What follows belongs to an exercise in optimizing a design on an open flow for small area, a short achievable clock period and few clock cycles per item; a production flow would make more cautious choices. RTL that was checked went through simulation tests only; none was proved equivalent to the original. Only the layout flow was run in run 5; the RTL was not checked for function there. Power figures rest on the tool's default switching activity, not on a simulated workload.

### config.mk
export PLATFORM = sky130hd
export DESIGN_NAME = divider
export DESIGN_NICKNAME = divider
export VERILOG_FILES = /design/flow/design.v
export SDC_FILE = /design/flow/constraint.sdc
export NUM_CORES = 4
export LEC_CHECK = 0
export CAP_MARGIN = 20
export CORE_MARGIN = 2
export CORE_UTILIZATION = 50
export SETUP_SLACK_MARGIN = 1
export SLEW_MARGIN = 20
### constraint.sdc
create_clock -name core_clock -period 5.0 [get_ports {clk}]
set_input_delay 1.0000 -clock core_clock [delete_from_list [all_inputs] [get_ports {clk}]]
set_output_delay 1.0000 -clock core_clock [all_outputs]
set_load 0.01 [all_outputs]
### design.v
module divider #(
    parameter WIDTH = 32
)(
    input  logic                   clk,
    input  logic                   rst_n,
    input  logic                   start,
    input  logic [WIDTH-1:0]       dividend,
    input  logic [WIDTH-1:0]       divisor,
    output logic [WIDTH-1:0]       quotient,
    output logic [WIDTH-1:0]       remainder,
    output logic                   done
);
    logic        busy;
    logic [3:0]  cnt;           
    logic [31:0] rem_reg;       
    logic [31:0] quo_reg;       
    logic [31:0] dsr_reg;       
    logic [15:0] pair;
    logic [3:0]  mpos;
    always_comb begin
        for (int i = 0; i < 16; i++)
            pair[i] = divisor[2*i+1] | divisor[2*i];
        mpos[3] = |pair[15:8];
        mpos[2] = mpos[3] ? |pair[15:12] : |pair[7:4];
        mpos[1] = mpos[3] ? (mpos[2] ? |pair[15:14] : |pair[11:10])
                          : (mpos[2] ? |pair[7:6]   : |pair[3:2]);
        mpos[0] = mpos[3] ? (mpos[2] ? (mpos[1] ? pair[15] : pair[13]) : (mpos[1] ? pair[11] : pair[9]))
                          : (mpos[2] ? (mpos[1] ? pair[7]  : pair[5])  : (mpos[1] ? pair[3]  : pair[1]));
    end
    logic       hi, zq, dz;
    logic [3:0] sh;
    assign hi = |dividend[31:16];
    assign zq = ~hi & mpos[3];
    assign sh = {hi & ~mpos[3], ~mpos[2:0]};
    assign dz = ~|divisor;
    logic [31:0] dsr_init;
    logic [3:0]  cnt_init;
    assign dsr_init = divisor << {sh, 1'b0};
    assign cnt_init = dz ? 4'd15 : (zq ? 4'd0 : sh);
    logic [34:0] r, d1, d2, d3;
    assign r  = {3'b0, rem_reg};
    assign d1 = r - {3'b0, dsr_reg};
    assign d2 = r - {2'b0, dsr_reg, 1'b0};
    logic [34:0] nd, n2d, s3, cy3;
    assign nd  = ~{3'b0, dsr_reg};
    assign n2d = ~{2'b0, dsr_reg, 1'b0};
    assign s3  = r ^ nd ^ n2d;
    assign cy3 = (r & nd) | (r & n2d) | (nd & n2d);
    assign d3  = s3 - ~{cy3[33:0], 1'b1};
    logic        ge1, ge2, ge3;
    logic [1:0]  qd;
    logic [31:0] rnext;
    assign ge1 = ~d1[34];
    assign ge2 = ~d2[34];
    assign ge3 = ~d3[34];
    assign qd  = {ge2, ge3 | (ge1 & ~ge2)};
    assign rnext = ({32{ge3}}        & d3[31:0])
                 | ({32{ge2 & ~ge3}} & d2[31:0])
                 | ({32{ge1 & ~ge2}} & d1[31:0])
                 | ({32{~ge1}}       & rem_reg);
    always_ff @(posedge clk or negedge rst_n) begin
        if (!rst_n) begin
            busy <= 1'b0;
            done <= 1'b0;
        end else begin
            done <= busy && cnt == 4'd0;
            if (start)
                busy <= 1'b1;
            else if (cnt == 4'd0)
                busy <= 1'b0;
        end
    end
    always_ff @(posedge clk) begin
        if (start)
            quo_reg <= 32'd0;
        else if (busy)
            quo_reg <= {quo_reg[29:0], qd};
    end
    always_ff @(posedge clk) begin
        if (start) begin
            rem_reg <= dividend;
            dsr_reg <= dsr_init;
        end else begin
            rem_reg <= rnext;
            dsr_reg <= (busy && cnt != 4'd0) ? {2'b00, dsr_reg[31:2]} : 32'd0;
        end
    end
    always_ff @(posedge clk) begin
        if (start)
            cnt <= cnt_init;
        else
            cnt <= cnt - 4'd1;
    end
    assign quotient  = quo_reg;
    assign remainder = rem_reg;
endmodule
### flow/run.sh
#!/bin/bash
# The standard layout, with each port buffered by a sky130 buf_1 instead of
# the buffer buffer_ports picks by default.
set -euo pipefail
export BUFFER_PORTS_ARGS="-buffer_cell sky130_fd_sc_hd__buf_1"
bash standard.sh > standard.log 2>&1
### standard.sh
#!/bin/bash
# synth_recipe.tcl (not shown) runs the flow's synth.tcl, then flattens the netlist and writes it again
# the make line also repeats each setting of config.mk as NAME=value (left out here)
make -C /OpenROAD-flow-scripts/flow DESIGN_CONFIG=/design/flow/config.mk WORK_HOME=/design/flow/orfs CLKGATE_MAP_FILE= SYNTH_SCRIPT=/design/flow/synth_recipe.tcl "${@:-finish}"
==> results of run 1 <==
-- cell type report --
cell class                      count  area, um2
Sequential cell                   102       2058
Inverter                           65      250.2
Timing Repair Buffer              165      777.0
Multi-Input combinational cell   1027       8079
Clock inverter                      7      93.84
Clock buffer                        9      225.2
Tap cell                          270      337.8
Fill cell                        1964       8413
-- synthesized netlist by cell type (11+ instances only) --
| cell type | number |
|---|---|
| a211oi_1 | 12 |
| a21o_1 | 40 |
| a21oi_1 | 94 |
| a221o_1 | 11 |
| a221oi_1 | 18 |
| a22oi_1 | 25 |
| a2bb2oi_1 | 20 |
| a31oi_1 | 15 |
| buf_2 | 12 |
| clkbuf_1 | 25 |
| dfxtp_1 | 100 |
| fa_1 | 34 |
| ha_1 | 95 |
| inv_1 | 64 |
| mux2i_1 | 76 |
| nand2_1 | 84 |
| nand2b_1 | 17 |
| nand3_1 | 25 |
| nand4_1 | 11 |
| nor2_1 | 105 |
| nor2b_1 | 14 |
| nor3_1 | 14 |
| o21a_1 | 14 |
| o21ai_0 | 62 |
| xnor2_1 | 50 |
| xor2_1 | 23 |
-- cells by family (layout without fill, tap and decap cells) --
logic type,count (synthesis),after routing,share of synthesized area [%]
flops,102,102,19.89
mux,79,79,7.836
fa+ha+maj,129,129,18.12
simple gates,326,327,15.43
buf+inv,108,246,4.233
compound gates,418,419,28.29
xor+xnor,73,73,6.198
-- layer usage --
metal / GRT usage [%] / routed length [um]
met1: 42.57 / 15620
met2: 48.33 / 14860
met3: 3.765 / 1848
met4: 7.885 / 850
met5: 0 / 0
-- power breakdown --
group | leakage, nW | internal (mW) | switching [mW]
clock | 0.154 | 0.367 | 0.422
combinational | 3.87 | 3.18 | 4.28
sequential | 0.853 | 1.02 | 0.353
total | 4.88 | 4.57 | 5.06
-- timing repair --
| action | in CTS | in global routing |
|---|---|---|
| gates resized for setup | 16 | 31 |
| hold buffers | 0 | 0 |
| setup endpoints to repair | 34 | 50 |
| buffers inserted | 8 | 10 |
| gates cloned | 0 | 2 |
| pin swaps | 9 | 18 |
-- stage by stage --
stage	power, mW	std cells
after global placement	8.166	1609
final	9.630	1645
after detailed placement	8.172	1609
after CTS	9.167	1633
after global routing	10.46	1645
after floorplan	6.466	1235
-- final timing paths --
path / from / to / cells past startpoint
worst min register to register: dsr_reg[13]$_DFF_P_ / dsr_reg[11]$_DFF_P_ / 2
worst min-delay path: rst_n / done$_DFF_PN0_ / 1
min in group core_clock: dsr_reg[13]$_DFF_P_ / dsr_reg[11]$_DFF_P_ / 2
worst max-delay path: divisor[28] / dsr_reg[13]$_DFF_P_ / 13
worst max register to register: dsr_reg[7]$_DFF_P_ / rem_reg[7]$_DFF_P_ / 16
max in group asynchronous: rst_n / busy$_DFFE_PN0P_ / 1
-- worst max-delay path, stage by stage --
cell	delay, ps
buf_1	130
nor4_4	470
nand2_2	150
o311a_2	450
or2_1	260
o21ai_2	90
o2111ai_4	210
a21oi_4	190
buf_12	160
mux2i_1	230
o21ai_0	290
a222oi_1	400
inv_1	60
==> flow_summary.yaml, run 1 <==
outcome:
  status: "no timing/DRC/antenna violations"
timing:
  layout_worst_path_cycle_share_pct: 76.60
  fmax_ghz: 0.2611
  rsz_0062_raised_after_global_routing: "yes"
  worst_hold_slack_ps: 404.9
  max_slew_margin_pct: 35.60
  setup-violations-final: 0
  report.final.slew_viol_count: 0
  finalHoldViolations: 0
  tns_ps: 0
  finClkSkew_ps: 27.79
  fin_crit_ps: 3830
  max_slew.worst_pin.slew_ps: 966.0
  finalWorstSetupSlack_ps: 1170
detailed_routing:
  avgRoutedWirePerCell_um: 20.17
  detail_route.first_pass.iterations: 5
  ant_nets: 0
  drt_iter0_markers: 784
  detailroute.via_count: 10160
  totalWireLength_um: 33180
  drc_violations: 0
  via_to_cell_ratio: 6.174
yosys:
  synth_edf_count: 0
  yosys_warnings: 1
  synth_net_count: 1431
  post_synth_main_area_contributors: "dfxtp_1, ha_1, mux2i_1, fa_1, a21oi_1"
  synthCells: 1235
  synth_seq_cells: 102
  synth.top_cell.area_share_pct: 19.41
  yosys.cell_types.count: 85
  synth_area_leader_cell: "dfxtp_1"
  async_flop_share_pct: 1.961
  ys_dominant_reg_cell: "dfxtp_1"
  mappedNetlistArea_um2: 10310
  synthesis.area_per_instance_um2: 8.352
  ys_seq_area_share_pct: 19.89
worst_setup_path:
  end_kind: "flop"
  arrival_time_at_the_worst_endpoint_ps: 4080
  crit_path_max_fanout: 11
  rrSetupSlack_ps: 1180
  timing_worst_setup_path_type: "in2reg"
  required_ps: 5250
  critical_path.startpoint_type: "primary input"
job:
  maxCapViolCount: 0
global_routing:
  globalRouteTotalUtil_pct: 30.01
  grt_antenna_before_repair: 0
  first_global_vias: 9622
  grt_pass1_wl_um: 52470
  grt_start_max_net_pins: 42
  globalRouteOverflowTotal: 0
floorplan:
  die_y_um: 147.6
  effective_utilization_at_floorplan_pct: 50.98
  floorplan.io_pins: 132
  die_area_um2: 21790
  rows: 52
  die_x_um: 147.6
  core_region_area_um2: 20230
finish:
  nNetsFinal: 1566
  insertedDiodeCount: 0
  final_layout_size_suffix_gt1_share_pct: 8.655
  area_growth_pct: 14.60
  layout.cells.most_common: "buf_1"
  finish.utilization_pct: 58.42
  finish.instance_area_um2: 11820
  layout.cells.most_common_list: "buf_1, nor2_1, dfxtp_1"
worst_hold_path:
  min-delay-path-class: "in2async"
placed_design:
  finalWeightedCongestion: 0.9584
  buffer_ports.inserted: 131
  sum_of_net_half_perimeters_after_detailed_placement_um: 25300
  placed_cell_area_um2: 11100
  placement.setup.worst_slack_ps: 293.0
clock_tree:
  clock_tree_from_tritoncts: "yes"
  clock_sink_count: 102
  cts-buffers-inserted: 9
  clock_tree.htree_level_count: 3
  cts.root.buffer_cell: "clkbuf_16"
  clk-insertion-delay-late_ps: 380
  cts-root-to-sink-buffers: 2
  cts.reportedPaths.clkPinSlew_ps: 80
power:
  powerDensity_nw_per_um2: 814.6
  leakage_nw: 4.876
  peakVddDrop_v: 0.0003165
Testbench counts, summed over its fixed seeds: cycles 12,204, items 1,280.
==> run 2: changes to the inputs <==
--- a/config.mk
+++ b/config.mk
@@ -7,6 +7,6 @@
 export LEC_CHECK = 0
 export CAP_MARGIN = 20
 export CORE_MARGIN = 2
-export CORE_UTILIZATION = 50
-export SETUP_SLACK_MARGIN = 1
+export CORE_UTILIZATION = 40
+export SETUP_SLACK_MARGIN = 0.9
 export SLEW_MARGIN = 20
==> flow_summary.yaml, run 2 <==
outcome:
  status: "no timing/DRC/antenna violations"
yosys:
  ys_dominant_reg_cell: "dfxtp_1"
  async_flop_share_pct: 1.961
  post_synth_main_area_contributors: "dfxtp_1, ha_1, mux2i_1, fa_1, a21oi_1"
  synth_area_leader_cell: "dfxtp_1"
  post-synth-top-count-cell: "nor2_1"
  ys_seq_area_share_pct: 19.89
  synthCells: 1235
  synthesis.area_per_instance_um2: 8.352
  synthTopCellsByCount: "nor2_1, dfxtp_1, ha_1, a21oi_1, nand2_1"
  yosys_warnings: 1
  synth_seq_cells: 102
  mappedNetlistArea_um2: 10310
  synth_net_count: 1431
  yosys.cell_types.count: 85
  synth.top_cell.area_share_pct: 19.41
  synth_edf_count: 0
timing:
  finalHoldViolations: 0
  max_slew_margin_pct: 36.20
  max_slew.worst_pin.slew_ps: 957.0
  rsz_0062_raised_after_global_routing: "yes"
  setup-violations-final: 0
  finClkSkew_ps: 12.66
  fin_crit_ps: 3915
  report.final.slew_viol_count: 0
  fmax_ghz: 0.2554
  layout_worst_path_cycle_share_pct: 78.30
finish:
  nNetsFinal: 1559
  stdcell_count: 1698
  layout.cells.most_common_list: "buf_1, nor2_1, dfxtp_1"
  final_layout_size_suffix_gt1_share_pct: 7.529
  insertedDiodeCount: 0
  layout.cells.most_common: "buf_1"
  area_growth_pct: 14.01
detailed_routing:
  avgRoutedWirePerCell_um: 18.79
  detail_route.first_pass.iterations: 6
  totalWireLength_um: 31900
  ant_nets: 0
  via_to_cell_ratio: 5.863
  drt_iter0_markers: 797
  detailroute.via_count: 9956
  drc_violations: 0
power:
  report.power.total_mw: 9.438
  powerDensity_nw_per_um2: 802.5
  peakVddDrop_v: 0.0003095
  leakage_nw: 4.838
worst_setup_path:
  critical_path.startpoint_type: "flop"
  critical_path.reg2reg.startpoint: "dsr_reg[2]$_DFF_P_"
  timing.critical_path.from: "dsr_reg[2]$_DFF_P_"
  end_kind: "flop"
  crit_path_max_fanout: 16
  timing_worst_setup_path_type: "reg2reg"
  arrival_time_at_the_worst_endpoint_ps: 4180
  required_ps: 5270
worst_hold_path:
  min-delay-path-class: "in2async"
global_routing:
  grt_pass1_wl_um: 50270
  first_global_vias: 9248
  grt_start_max_net_pins: 46
  globalRouteOverflowTotal: 0
  grt_antenna_before_repair: 0
  globalRouteTotalUtil_pct: 23.41
placed_design:
  numPlacedInstances: 1674
  buffer_ports.inserted: 131
  finalWeightedCongestion: 0.9344
  sum_of_net_half_perimeters_after_detailed_placement_um: 24730
clock_tree:
  cts_hold_repair.buffers: 0
  cts.reportedPaths.clkPinSlew_ps: 90
  clock_sink_count: 102
  clk-insertion-delay-late_ps: 370
  clock_tree.htree_level_count: 3
  cts-buffers-inserted: 9
  cts.root.buffer_cell: "clkbuf_16"
  clock_tree_from_tritoncts: "yes"
  cts-root-to-sink-buffers: 2
floorplan:
  floorplan.io_pins: 132
  rows: 58
  effective_utilization_at_floorplan_pct: 40.84
  die_y_um: 164.6
  die_x_um: 164.6
  core_region_area_um2: 25250
  die_area_um2: 27090
job:
  maxCapViolCount: 0
## run 2: cell type report
cell class              count  area (um2)
inverters                  65       250.2
clock buffers               9       225.2
fillers                  2538       13490
multi-input cells        1026        7991
clock inverters             7       96.34
flip-flops and latches    102        2056
repair buffers            159       728.2
well taps                 330       412.9
## run 2: kinds of logic after synthesis
| group | share of synthesized area [%] |
|---|---|
| AOI/OAI and AO/OA | 28.29 |
| muxes | 7.836 |
| xor gates and xnor gates | 6.198 |
| DFF | 19.89 |
| adders and majority gates | 18.12 |
| and+or+nand+nor | 15.43 |
| buffers and inverters | 4.233 |
## run 2: critical path, cell delays in order (launching register included)
cell and delay (ps):
dfxtp_1 320, inv_1 160, fa_1 500, ha_1 290, nor2b_1 140, o311ai_1 300
nand3_1 220, o221ai_2 250, a21oi_1 160, o21ai_2 330, o21ai_4 120, buf_4 170
buf_4 210, a221o_1 350, a21oi_1 180, a2bb2oi_1 90
## run 2: through the flow
| step | area [um2] | setup WS [ps] | util (%) | hold slack [ps] | setup TNS (ps) |
|---|---|---|---|---|---|
| global placement | 11220 | -31.74 | 44.44 | 444.4 | -31.74 |
| CTS | 11640 | 899.8 | 46.08 | 383.8 | 0 |
| global route | 11760 | 888.9 | 46.57 | 395.0 | 0 |
| finish | 11760 | 1085 | 46.57 | 392.2 | 0 |
| floorplan | 10310 | 1217 | - | 425.0 | 0 |
| detailed placement | 11220 | 9.576 | 44.44 | 465.5 | 0 |
## run 2: final timing paths
| kind | slack [ps] | cells past startpoint | to |
|---|---|---|---|
| min reg2reg | 480 | 2 | dsr_reg[11]$_DFF_P_ |
| max reg2reg | 1090 | 15 | rem_reg[30]$_DFF_P_ |
| max in group asynchronous | 4470 | 1 | busy$_DFFE_PN0P_ |
| min in group core_clock | 480 | 2 | dsr_reg[11]$_DFF_P_ |
| min | 390 | 1 | done$_DFF_PN0_ |
| max | 1090 | 15 | rem_reg[30]$_DFF_P_ |
## run 2: timing repair
action	4_1_cts	5_1_grt
resized for setup	12	20
setup buffers	5	2
setup endpoints to repair	33	45
pin swaps	5	4
gates cloned	0	1
## run 2: metal layers
| layer | vias up | track usage [%] | wire length [um] |
|---|---|---|---|
| li1 | 4889 | - | - |
| met1 | 4724 | 33.34 | 15120 |
| met2 | 312 | 36.48 | 14120 |
| met3 | 31 | 4.043 | 2126 |
| met4 | 0 | 6.285 | 537 |
| met5 | - | 0 | 0 |
## run 2: power breakdown
group | total (mW) | leakage, nW | internal, mW | switching, mW
logic | 7.29 | 3.83 | 3.13 | 4.16
registers | 1.35 | 0.852 | 1.02 | 0.334
clock network | 0.791 | 0.156 | 0.368 | 0.422
total | 9.44 | 4.84 | 4.52 | 4.92
==> run 3: changes to the inputs <==
--- a/config.mk
+++ b/config.mk
@@ -8,5 +8,5 @@
 export CAP_MARGIN = 20
 export CORE_MARGIN = 2
 export CORE_UTILIZATION = 40
-export SETUP_SLACK_MARGIN = 0.9
+export SETUP_SLACK_MARGIN = 1.15
 export SLEW_MARGIN = 20
==> flow_summary.yaml, run 3 <==
outcome:
  status: "no timing/DRC/antenna violations"
placed_design:
  finalWeightedCongestion: 0.9344
  buffer_ports.inserted: 131
  numPlacedInstances: 1674
  sum_of_net_half_perimeters_after_detailed_placement_um: 24730
power:
  peakVddDrop_v: 0.0003064
  powerDensity_nw_per_um2: 802.4
  leakage_nw: 5.083
worst_setup_path:
  critical_path_depth: 13
  end_kind: "flop"
  arrival_time_at_the_worst_endpoint_ps: 4080
  timing_endpoint_of_the_critical_path: "dsr_reg[25]$_DFF_P_"
  critical_path.startpoint_type: "primary input"
  r2r.worst_path.cells: 17
  critPathSlowestCell: "nor4_4"
  critical_path.reg2reg.endpoint: "rem_reg[16]$_DFF_P_"
  rrSetupSlack_ps: 1240
  critical_path.reg2reg.startpoint: "rem_reg[0]$_DFF_P_"
  critPathBufInv: 2
  timing_worst_setup_path_type: "in2reg"
  critical_path.cell_chain: "buf_1 > nor4_4 > o21ai_2 > and2_4 > o41a_1 > a21oi_2 > o2111ai_4 > a21oi_4 > clkbuf_16 > mux2i_2 > mux2i_1 > a221oi_1 > o21ai_1"
  critical_path.top_delay_family: "compound AO/OA/AOI/OAI gates"
  critical-path-max-stage-delay_ps: 440
  crit_path_max_fanout: 5
  timing.critical_path.from: "divisor[27]"
  required_ps: 5250
global_routing:
  grt_antenna_before_repair: 0
  grt_pass1_wl_um: 50560
  globalRouteTotalUtil_pct: 23.55
  globalRouteOverflowTotal: 0
  grt_start_max_net_pins: 46
  first_global_vias: 9330
floorplan:
  floorplan.io_pins: 132
  die_x_um: 164.6
  die_area_um2: 27090
  core_region_area_um2: 25250
  die_y_um: 164.6
  effective_utilization_at_floorplan_pct: 40.84
  rows: 58
timing:
  tns_ps: 0
  layout_worst_path_cycle_share_pct: 76.55
  max_slew.worst_pin.slew_ps: 969.2
  max_slew_margin_pct: 35.39
  fin_crit_ps: 3828
  worst_hold_slack_ps: 393.7
  finalHoldViolations: 0
  fmax_ghz: 0.2613
  setup-violations-final: 0
  rsz_0062_raised_after_global_routing: "yes"
  report.final.slew_viol_count: 0
  finClkSkew_ps: 11.66
yosys:
  synth_edf_count: 0
  yosys_warnings: 1
  synth.top_cell.area_share_pct: 19.41
  synth_net_count: 1431
  synthTopCellsByCount: "nor2_1, dfxtp_1, ha_1, a21oi_1, nand2_1"
  synthesis.area_per_instance_um2: 8.352
  synthCells: 1235
  post_synth_main_area_contributors: "dfxtp_1, ha_1, mux2i_1, fa_1, a21oi_1"
  synth_area_leader_cell: "dfxtp_1"
  synth_seq_cells: 102
  post-synth-top-count-cell: "nor2_1"
  async_flop_share_pct: 1.961
  mappedNetlistArea_um2: 10310
  yosys.cell_types.count: 85
  ys_seq_area_share_pct: 19.89
  ys_dominant_reg_cell: "dfxtp_1"
clock_tree:
  cts-buffers-inserted: 9
  clock_sink_count: 102
  cts.root.buffer_cell: "clkbuf_16"
  cts_hold_repair.buffers: 0
  clock_tree_from_tritoncts: "yes"
  cts-root-to-sink-buffers: 2
  clk-insertion-delay-late_ps: 370
  cts.reportedPaths.clkPinSlew_ps: 90
  clock_tree.htree_level_count: 3
finish:
  layout.cells.most_common_list: "buf_1, nor2_1, dfxtp_1"
  nNetsFinal: 1591
  final_layout_size_suffix_gt1_share_pct: 13.43
  area_growth_pct: 20.54
  layout.area.seq_um2: 2063
  num-fill-cells: 2449
  layout.cells.most_common: "buf_1"
  stdcell_count: 1730
  insertedDiodeCount: 0
  multi_input_area_um2: 8310
detailed_routing:
  ant_nets: 0
  detailroute.via_count: 10210
  drt_iter0_markers: 845
  detail_route.first_pass.iterations: 5
  via_to_cell_ratio: 5.899
  totalWireLength_um: 33140
  drc_violations: 0
  avgRoutedWirePerCell_um: 19.16
job:
  maxCapViolCount: 0
worst_hold_path:
  min-delay-path-class: "in2async"
run 3: cell count changes in the layout (fill, tap and decap cells not counted), moves of 4 or more:
cell / delta
mux2i_1: -13
mux2i_2: +8
a221oi_1: -4
buf_1: -6
a21oi_1: -5
inv_2: +5
a221oi_2: +4
dfxtp_1: -4
buf_4: +26
mux2i_4: +5
o21ai_0: -4
inv_1: -5
run 3: what timing repair did:
action                     CTS  global route
cloned                       0             3
setup endpoints to repair   41            55
buffers inserted             9            28
pin swaps                    7            35
gates resized for setup     30            89
run 3: cell type report:
class                   instances  share of cell area, %
flip-flops and latches        102                  16.59
clock buffers                   9                  1.811
repair buffers                191                  8.644
clock inverters                 7                 0.7749
inverters                      65                  2.013
multi-input cells            1026                  66.84
well taps                     330                  3.321
run 3: logic make-up (layout without fill, tap and decap cells):
logic type      after synthesis  in the layout  share of synthesized area (%)
simple gates                326            327                          15.43
compound gates              418            418                          28.29
xor+xnor                     73             73                          6.198
buf+inv                     108            272                          4.233
mux                          79             79                          7.836
flops                       102            102                          19.89
fa+ha+maj                   129            129                          18.12
run 3: how the worst min path moves through the flow:
stage	end	slack (ps)	cells past startpoint
finish	done$_DFF_PN0_	390	1
global placement	dsr_reg[11]$_DFF_P_	440	2
detailed placement	dsr_reg[13]$_DFF_P_	470	2
global route	done$_DFF_PN0_	400	1
CTS	done$_DFF_PN0_	380	1
floorplan	dsr_reg[2]$_DFF_P_	430	2
run 3: per-stage QoR:
step	utilization, %	cell area, um2	setup slack (ps)	power (mW)
floorplan	-	10310	1217	6.466
global placement	44.44	11220	-31.74	8.235
detailed placement	44.44	11220	9.576	8.240
CTS	46.57	11760	1162	9.378
global route	49.23	12430	1054	10.80
finish	49.23	12430	1172	9.976
run 3: power breakdown:
group          switching, mW  total [mW]  internal (mW)
Clock                  0.424       0.792          0.368
Sequential             0.341        1.37           1.02
Combinational           4.41        7.82           3.41
run 3: routing by layer:
layer	wire [um]	part of all wire, %	vias up	track usage, %
met5	0	0	-	0
met4	473	1.4	0	5.652
li1	-	-	4952	-
met2	15000	45	383	37.26
met3	2356	7.1	30	3.692
met1	15320	46	4840	33.58
==> run 4: changes to the inputs <==
--- a/config.mk
+++ b/config.mk
@@ -8,5 +8,5 @@
 export CAP_MARGIN = 20
 export CORE_MARGIN = 2
 export CORE_UTILIZATION = 40
-export SETUP_SLACK_MARGIN = 1.15
+export SETUP_SLACK_MARGIN = 1
 export SLEW_MARGIN = 20
==> flow_summary.yaml, run 4 <==
worst_setup_path:
  end_kind: "flop"
  critical_path.cell_chain: "inv_1 > fa_1 > ha_1 > nor2b_1 > o311ai_1 > nand3_1 > o221ai_2 > a21oi_1 > o21ai_2 > o21ai_4 > buf_4 > buf_4 > a221o_1 > a21oi_1 > a2bb2oi_1"
  critical-path-max-stage-delay_ps: 500
  r2r.worst_path.cells: 15
  crit_path_max_fanout: 16
  required_ps: 5260
  arrival_time_at_the_worst_endpoint_ps: 4120
  critical_path.startpoint_type: "flop"
  critPathSlowestCell: "fa_1"
  timing_worst_setup_path_type: "reg2reg"
power:
  leakage_nw: 4.873
  powerDensity_nw_per_um2: 803.7
  peakVddDrop_v: 0.0003263
yosys:
  yosys.area_share.xor_xnor_pct: 6.198
  synth-adder-area-share_pct: 18.12
  ys_dominant_reg_cell: "dfxtp_1"
  synthTopCellsByCount: "nor2_1, dfxtp_1, ha_1, a21oi_1, nand2_1"
  synth_net_count: 1431
  synth_area_leader_cell: "dfxtp_1"
  post_synth_main_area_contributors: "dfxtp_1, ha_1, mux2i_1, fa_1, a21oi_1"
  synthesized_area_fraction_occupied_by_ao_oa_aoi_and_oai_cells_pct: 28.29
  yosys.cell_types.count: 85
  synth_simple_gate_area_share_pct: 15.43
  mappedNetlistArea_um2: 10310
  async_flop_share_pct: 1.961
  post-synth-top-count-cell: "nor2_1"
  synth_top_family_by_area: "compound AO/OA/AOI/OAI gates"
  yosys_warnings: 1
  synthCells: 1235
  synthesis.area_per_instance_um2: 8.352
  synth_seq_cells: 102
  synth_edf_count: 0
  synth.mux.area_fraction_pct: 7.836
  ys_seq_area_share_pct: 19.89
  synth.top_cell.area_share_pct: 19.41
clock_tree:
  clk-insertion-delay-late_ps: 370
  clock_tree.htree_level_count: 3
  clock_tree_from_tritoncts: "yes"
  cts.reportedPaths.clkPinSlew_ps: 90
  clock_sink_count: 102
  cts-buffers-inserted: 9
  cts-root-to-sink-buffers: 2
  cts.root.buffer_cell: "clkbuf_16"
  cts_hold_repair.buffers: 0
floorplan:
  rows: 58
  die_x_um: 164.6
  die_y_um: 164.6
  effective_utilization_at_floorplan_pct: 40.84
  core_region_area_um2: 25250
  floorplan.io_pins: 132
  die_area_um2: 27090
global_routing:
  grt_antenna_before_repair: 0
  globalRouteOverflowTotal: 0
  grt_start_max_net_pins: 46
  grt_pass1_wl_um: 50290
  globalRouteTotalUtil_pct: 23.43
  first_global_vias: 9263
timing:
  max_slew.worst_pin.slew_ps: 961.6
  layout_worst_path_cycle_share_pct: 77.10
  worst_hold_slack_ps: 395.7
  report.final.slew_viol_count: 0
  max_slew_margin_pct: 35.90
  fmax_ghz: 0.2594
  finClkSkew_ps: 12.76
  fin_crit_ps: 3855
  setup-violations-final: 0
  tns_ps: 0
  rsz_0062_raised_after_global_routing: "no"
  finalHoldViolations: 0
detailed_routing:
  drc_violations: 0
  ant_nets: 0
  detail_route.first_pass.iterations: 6
  avgRoutedWirePerCell_um: 18.91
  detailroute.via_count: 9987
  via_to_cell_ratio: 5.864
  totalWireLength_um: 32200
  drt_iter0_markers: 776
finish:
  insertedDiodeCount: 0
  nNetsFinal: 1564
  layout.cells.most_common: "buf_1"
  area_growth_pct: 15.15
  layout.cells.most_common_list: "buf_1, nor2_1, dfxtp_1"
  final_layout_size_suffix_gt1_share_pct: 8.594
  finish.instance_area_um2: 11880
job:
  maxCapViolCount: 0
placed_design:
  sum_of_net_half_perimeters_after_detailed_placement_um: 24730
  placed_cell_area_um2: 11220
  buffer_ports.inserted: 131
  finalWeightedCongestion: 0.9344
worst_hold_path:
  min-delay-path-class: "in2async"
outcome:
  status: "no timing/DRC/antenna violations"
==> run 4: routing by layer <==
| metal | vias up | GRT usage (%) | share of wire [%] |
|---|---|---|---|
| met4 | 0 | 5.692 | 1.7 |
| met5 | - | 0 | 0 |
| met3 | 29 | 3.918 | 7.2 |
| met1 | 4722 | 33.43 | 47 |
| li1 | 4892 | - | - |
| met2 | 344 | 36.82 | 44 |
==> run 4: final timing paths <==
path / startpoint / endpoint / slack [ps]
setup / recovery: dsr_reg[2]$_DFF_P_ / rem_reg[30]$_DFF_P_ / 1140
hold / removal: rst_n / done$_DFF_PN0_ / 400
setup reg to reg: dsr_reg[2]$_DFF_P_ / rem_reg[30]$_DFF_P_ / 1140
hold reg to reg: dsr_reg[13]$_DFF_P_ / dsr_reg[11]$_DFF_P_ / 480
max in group asynchronous: rst_n / busy$_DFFE_PN0P_ / 4470
min in group core_clock: dsr_reg[13]$_DFF_P_ / dsr_reg[11]$_DFF_P_ / 480
==> run 4: final cells by class <==
| class | instances | area (um2) |
|---|---|---|
| Sequential cell | 102 | 2056 |
| Clock buffer | 9 | 225.2 |
| Fill cell | 2527 | 13380 |
| Inverter | 65 | 250.2 |
| Clock inverter | 7 | 96.34 |
| Timing Repair Buffer | 163 | 770.7 |
| Tap cell | 330 | 412.9 |
| Multi-Input combinational cell | 1027 | 8066 |
==> run 4: critical path: cells and delay by family (launching register included) <==
family | cells | cell delay, ps
compound gates | 8 | 1720
fa+ha+maj | 2 | 790
buf+inv | 3 | 550
simple gates | 2 | 360
flops | 1 | 320
==> run 4: timing repair <==
action	CTS	global route
setup endpoints to repair	33	52
gates cloned	0	2
pin swaps	5	9
hold endpoints to repair	0	0
buffers inserted	6	5
resized for setup	19	28
==> run 4: power breakdown <==
group	switching (mW)	total [mW]	leakage [nW]	internal, mW
logic	4.22	7.40	3.87	3.18
clock network	0.422	0.790	0.156	0.368
registers	0.337	1.36	0.852	1.02
total	4.98	9.55	4.87	4.57
==> run 4: logic make-up after synthesis <==
family | Yosys count
buf+inv | 108
xor+xnor | 73
flops | 102
fa+ha+maj | 129
simple gates | 326
mux | 79
compound gates | 418
==> run 4: stage by stage <==
step / setup slack [ps] / cells / total power, mW / util [%]
floorplan: 1217 / 1235 / 6.466 / -
global placement: -31.74 / 1674 / 8.235 / 44.44
detailed placement: 9.576 / 1674 / 8.240 / 44.44
CTS: 1006 / 1696 / 9.322 / 46.27
global route: 947.8 / 1703 / 10.38 / 47.03
finish: 1145 / 1703 / 9.546 / 47.03
==> run 5: changes to the inputs <==
--- a/design.v
+++ b/design.v
@@ -27,11 +27,35 @@
         mpos[0] = mpos[3] ? (mpos[2] ? (mpos[1] ? pair[15] : pair[13]) : (mpos[1] ? pair[11] : pair[9]))
                           : (mpos[2] ? (mpos[1] ? pair[7]  : pair[5])  : (mpos[1] ? pair[3]  : pair[1]));
     end
-    logic       hi, zq, dz;
+    logic [3:0] byte_nz;
+    logic [1:0] na, sh_hi;
+    logic       zq, dz;
     logic [3:0] sh;
-    assign hi = |dividend[31:16];
-    assign zq = ~hi & mpos[3];
-    assign sh = {hi & ~mpos[3], ~mpos[2:0]};
+    always_comb begin
+        for (int i = 0; i < 4; i++)
+            byte_nz[i] = |dividend[8*i +: 8];
+        na[1] = |byte_nz[3:2];
+        na[0] = byte_nz[3] | (~byte_nz[2] & byte_nz[1]);
+        case ({na, mpos[3:2]})
+            4'b00_00: {zq, sh_hi} = 3'b0_00;
+            4'b00_01: {zq, sh_hi} = 3'b1_10;
+            4'b00_10: {zq, sh_hi} = 3'b1_01;
+            4'b00_11: {zq, sh_hi} = 3'b1_00;
+            4'b01_00: {zq, sh_hi} = 3'b0_01;
+            4'b01_01: {zq, sh_hi} = 3'b0_00;
+            4'b01_10: {zq, sh_hi} = 3'b1_01;
+            4'b01_11: {zq, sh_hi} = 3'b1_00;
+            4'b10_00: {zq, sh_hi} = 3'b0_10;
+            4'b10_01: {zq, sh_hi} = 3'b0_01;
+            4'b10_10: {zq, sh_hi} = 3'b0_00;
+            4'b10_11: {zq, sh_hi} = 3'b1_00;
+            4'b11_00: {zq, sh_hi} = 3'b0_11;
+            4'b11_01: {zq, sh_hi} = 3'b0_10;
+            4'b11_10: {zq, sh_hi} = 3'b0_01;
+            default:  {zq, sh_hi} = 3'b0_00;
+        endcase
+        sh    = {sh_hi, ~mpos[1:0]};
+    end
     assign dz = ~|divisor;
     logic [31:0] dsr_init;
     logic [3:0]  cnt_init;
==> flow_summary.yaml, run 5 <==
yosys:
  synth_area_leader_cell: "dfxtp_1"
  yosys_warnings: 1
  synth_edf_count: 0
  synthCells: 1294
  synth_net_count: 1490
  post-synth-top-count-cell: "nor2_1"
  post_synth_main_area_contributors: "dfxtp_1, ha_1, mux2i_1, fa_1, a21oi_1"
  ys_dominant_reg_cell: "dfxtp_1"
  yosys.cell_types.count: 68
  ys_seq_area_share_pct: 19.36
  async_flop_share_pct: 1.961
  synth_seq_cells: 102
  synth.top_cell.area_share_pct: 18.89
  mappedNetlistArea_um2: 10600
  synthTopCellsByCount: "nor2_1, a21oi_1, dfxtp_1, ha_1, nand2_1"
  synthesis.area_per_instance_um2: 8.191
clock_tree:
  clock_tree_from_tritoncts: "yes"
  cts-buffers-inserted: 9
  cts_hold_repair.buffers: 0
  clock_tree.htree_level_count: 3
  cts-root-to-sink-buffers: 2
  clk-insertion-delay-late_ps: 370
  cts.root.buffer_cell: "clkbuf_16"
  cts.reportedPaths.clkPinSlew_ps: 80
  clock_sink_count: 102
outcome:
  status: "no timing/DRC/antenna violations"
worst_setup_path:
  r2r.worst_path.cells: 16
  crit_top_cell: "or4_4"
  timing.critical_path.from: "divisor[16]"
  crit_path_max_fanout: 9
  critical-path-max-stage-delay_ps: 560
  critical_path.reg2reg.startpoint: "dsr_reg[1]$_DFF_P_"
  end_kind: "flop"
  critPathSlowestCell: "or4_4"
  critical_path.cell_chain: "buf_1 > or4_4 > or4_4 > nand4b_4 > o21ai_4 > a2111oi_4 > a311oi_4 > buf_4 > clkbuf_16 > mux2i_1 > mux2_2 > o22ai_1 > a221o_1"
  arrival_time_at_the_worst_endpoint_ps: 4280
  required_ps: 5270
  timing_worst_setup_path_type: "in2reg"
  critical_path.startpoint_type: "primary input"
detailed_routing:
  detail_route.first_pass.iterations: 6
  ant_nets: 0
  detailroute.via_count: 10610
  drc_violations: 0
  drt_iter0_markers: 984
  via_to_cell_ratio: 6.034
  avgRoutedWirePerCell_um: 20.30
  totalWireLength_um: 35710
floorplan:
  core_region_area_um2: 26060
  floorplan.io_pins: 132
  die_area_um2: 27820
  die_x_um: 166.8
  effective_utilization_at_floorplan_pct: 40.67
  die_y_um: 166.8
  rows: 59
timing:
  max_slew.worst_pin.slew_ps: 906.9
  tns_ps: 0
  fin_crit_ps: 4011
  setup-violations-final: 0
  finalHoldViolations: 0
  fmax_ghz: 0.2493
  finClkSkew_ps: 14.03
  report.final.slew_viol_count: 0
  rsz_0062_raised_after_global_routing: "yes"
  max_slew_margin_pct: 39.54
  layout_worst_path_cycle_share_pct: 80.22
finish:
  stdcell_count: 1759
  layout.cells.most_common: "buf_1"
  num-fill-cells: 2608
  area_growth_pct: 15.19
  nNetsFinal: 1614
  finish.utilization_pct: 46.85
  layout.cells.most_common_list: "buf_1, nor2_1, a21oi_1"
  finish.instance_area_um2: 12210
  final_layout_size_suffix_gt1_share_pct: 8.222
job:
  maxCapViolCount: 0
power:
  peakVddDrop_v: 0.0003640
  powerDensity_nw_per_um2: 771.1
  leakage_nw: 5.095
global_routing:
  grt_antenna_before_repair: 0
  globalRouteTotalUtil_pct: 25.06
  grt_pass1_wl_um: 55900
  globalRouteOverflowTotal: 0
  grt_start_max_net_pins: 67
  first_global_vias: 10090
placed_design:
  placed_cell_area_um2: 11510
  buffer_ports.inserted: 131
  sum_of_net_half_perimeters_after_detailed_placement_um: 27670
  numPlacedInstances: 1727
  finalWeightedCongestion: 0.9392
worst_hold_path:
  min-delay-path-class: "in2async"
[run 5: cell types whose count changed after synthesis, moves of 8 or more]
cell and change:
a21oi_1 +13, clkbuf_1 +17, nand3_1 -14, nand2_1 +8
a22oi_1 -8, o21a_1 +9, o21ai_1 -9
[run 5: timing repair]
action / 4_1_cts / 5_1_grt
setup endpoints to repair: 42 / 48
resized for setup: 17 / 32
pin swaps: 1 / 12
buffers inserted: 1 / 12
gates cloned: 1 / 1
[run 5: through the flow]
| stage | total power [mW] | worst slack, ps | hold slack (ps) |
|---|---|---|---|
| final | 9.415 | 988.9 | 399.6 |
| after global routing | 10.25 | 877.2 | 399.9 |
| after CTS | 9.164 | 972.8 | 390.9 |
| after detailed placement | 8.255 | 514.4 | 457.2 |
| after global placement | 8.228 | 530.4 | 459.4 |
| after floorplan | 6.474 | 958.7 | 425.0 |
[run 5: layer usage]
metal	global-route usage, %	vias to the layer above	part of all wire (%)
li1	-	5084	-
met1	34.38	5080	45
met2	41.29	386	46
met3	2.495	63	5.8
met4	8.508	0	2.9
met5	0	-	0
[run 5: layout make-up]
cell class	count	area (um2)	share of cell area [%]
clock inverters	7	91.34	0.7481
diodes	1	2.502	0.02050
flip-flops and latches	102	2056	16.84
multi-input cells	1069	8313	68.09
clock buffers	9	225.2	1.845
inverters	66	250.2	2.050
well taps	335	419.2	3.433
repair buffers	170	852.1	6.979
[run 5: power breakdown]
part / internal (mW) / switching, mW / leakage (nW)
sequential: 1.01 / 0.353 / 0.853
clock: 0.364 / 0.401 / 0.152
combinational: 3.07 / 4.22 / 4.09
total: 4.44 / 4.97 / 5.10
[run 5: final timing paths]
| path | endpoint | slack, ps |
|---|---|---|
| min reg2reg | cnt[0]$_DFF_P_ | 470 |
| min | done$_DFF_PN0_ | 400 |
| max reg2reg | rem_reg[31]$_DFF_P_ | 1070 |
| min in group core_clock | cnt[0]$_DFF_P_ | 470 |
| max in group asynchronous | busy$_DFFE_PN0P_ | 4460 |
| max | dsr_reg[22]$_DFF_P_ | 990 |
[run 5: cells by family after synthesis]
family	synth area share (%)
AO/OA/AOI/OAI	28.41
XOR/XNOR	6.280
adder cells (fa/ha/maj)	17.64
buffers and inverters	4.698
flip-flops	19.36
multiplexers	7.968
AND/OR/NAND/NOR	15.64
[run 5: critical path, delay by kind of cell]
| kind | cells | cell delay (ps) |
|---|---|---|
| multiplexers | 2 | 580 |
| AND/OR/NAND/NOR | 3 | 1330 |
| buffers and inverters | 3 | 480 |
| AO/OA/AOI/OAI | 5 | 880 |

-- separate check: timing with driven ports --
Ports are ideal in the flow. The routed layouts listed here were re-timed in OpenROAD. Step 1, drivers: a clkbuf_16 drives clk and a buf_2 each remaining input, both assumed. Step 2 moves the port delays by t, midway between the first and last clock arrival at a register: inputs arrive t later, outputs are due t later. That takes back most of the time a late clock gives input paths. Three values: ideal, step 1, step 2; two values: the first two.
run	t, ns	slack for setup (ns)	latest minus earliest clock arrival (ns)
run 1	0.420	1.170 / 1.177 / 0.781	0.028 / 0.028
run 2	0.416	1.085 / 1.085 / 0.709	0.013 / 0.013
run 3	0.416	1.172 / 1.190 / 0.774	0.012 / 0.012
run 4	0.414	1.145 / 1.145 / 0.766	0.013 / 0.013
run 5	0.415	0.989 / 1.018 / 0.603	0.014 / 0.014
After both steps every run listed still meets setup and hold. For run 3, which loses most, drivers alone change the setup slack by +0.018 ns; drivers and shift together by -0.398 ns.
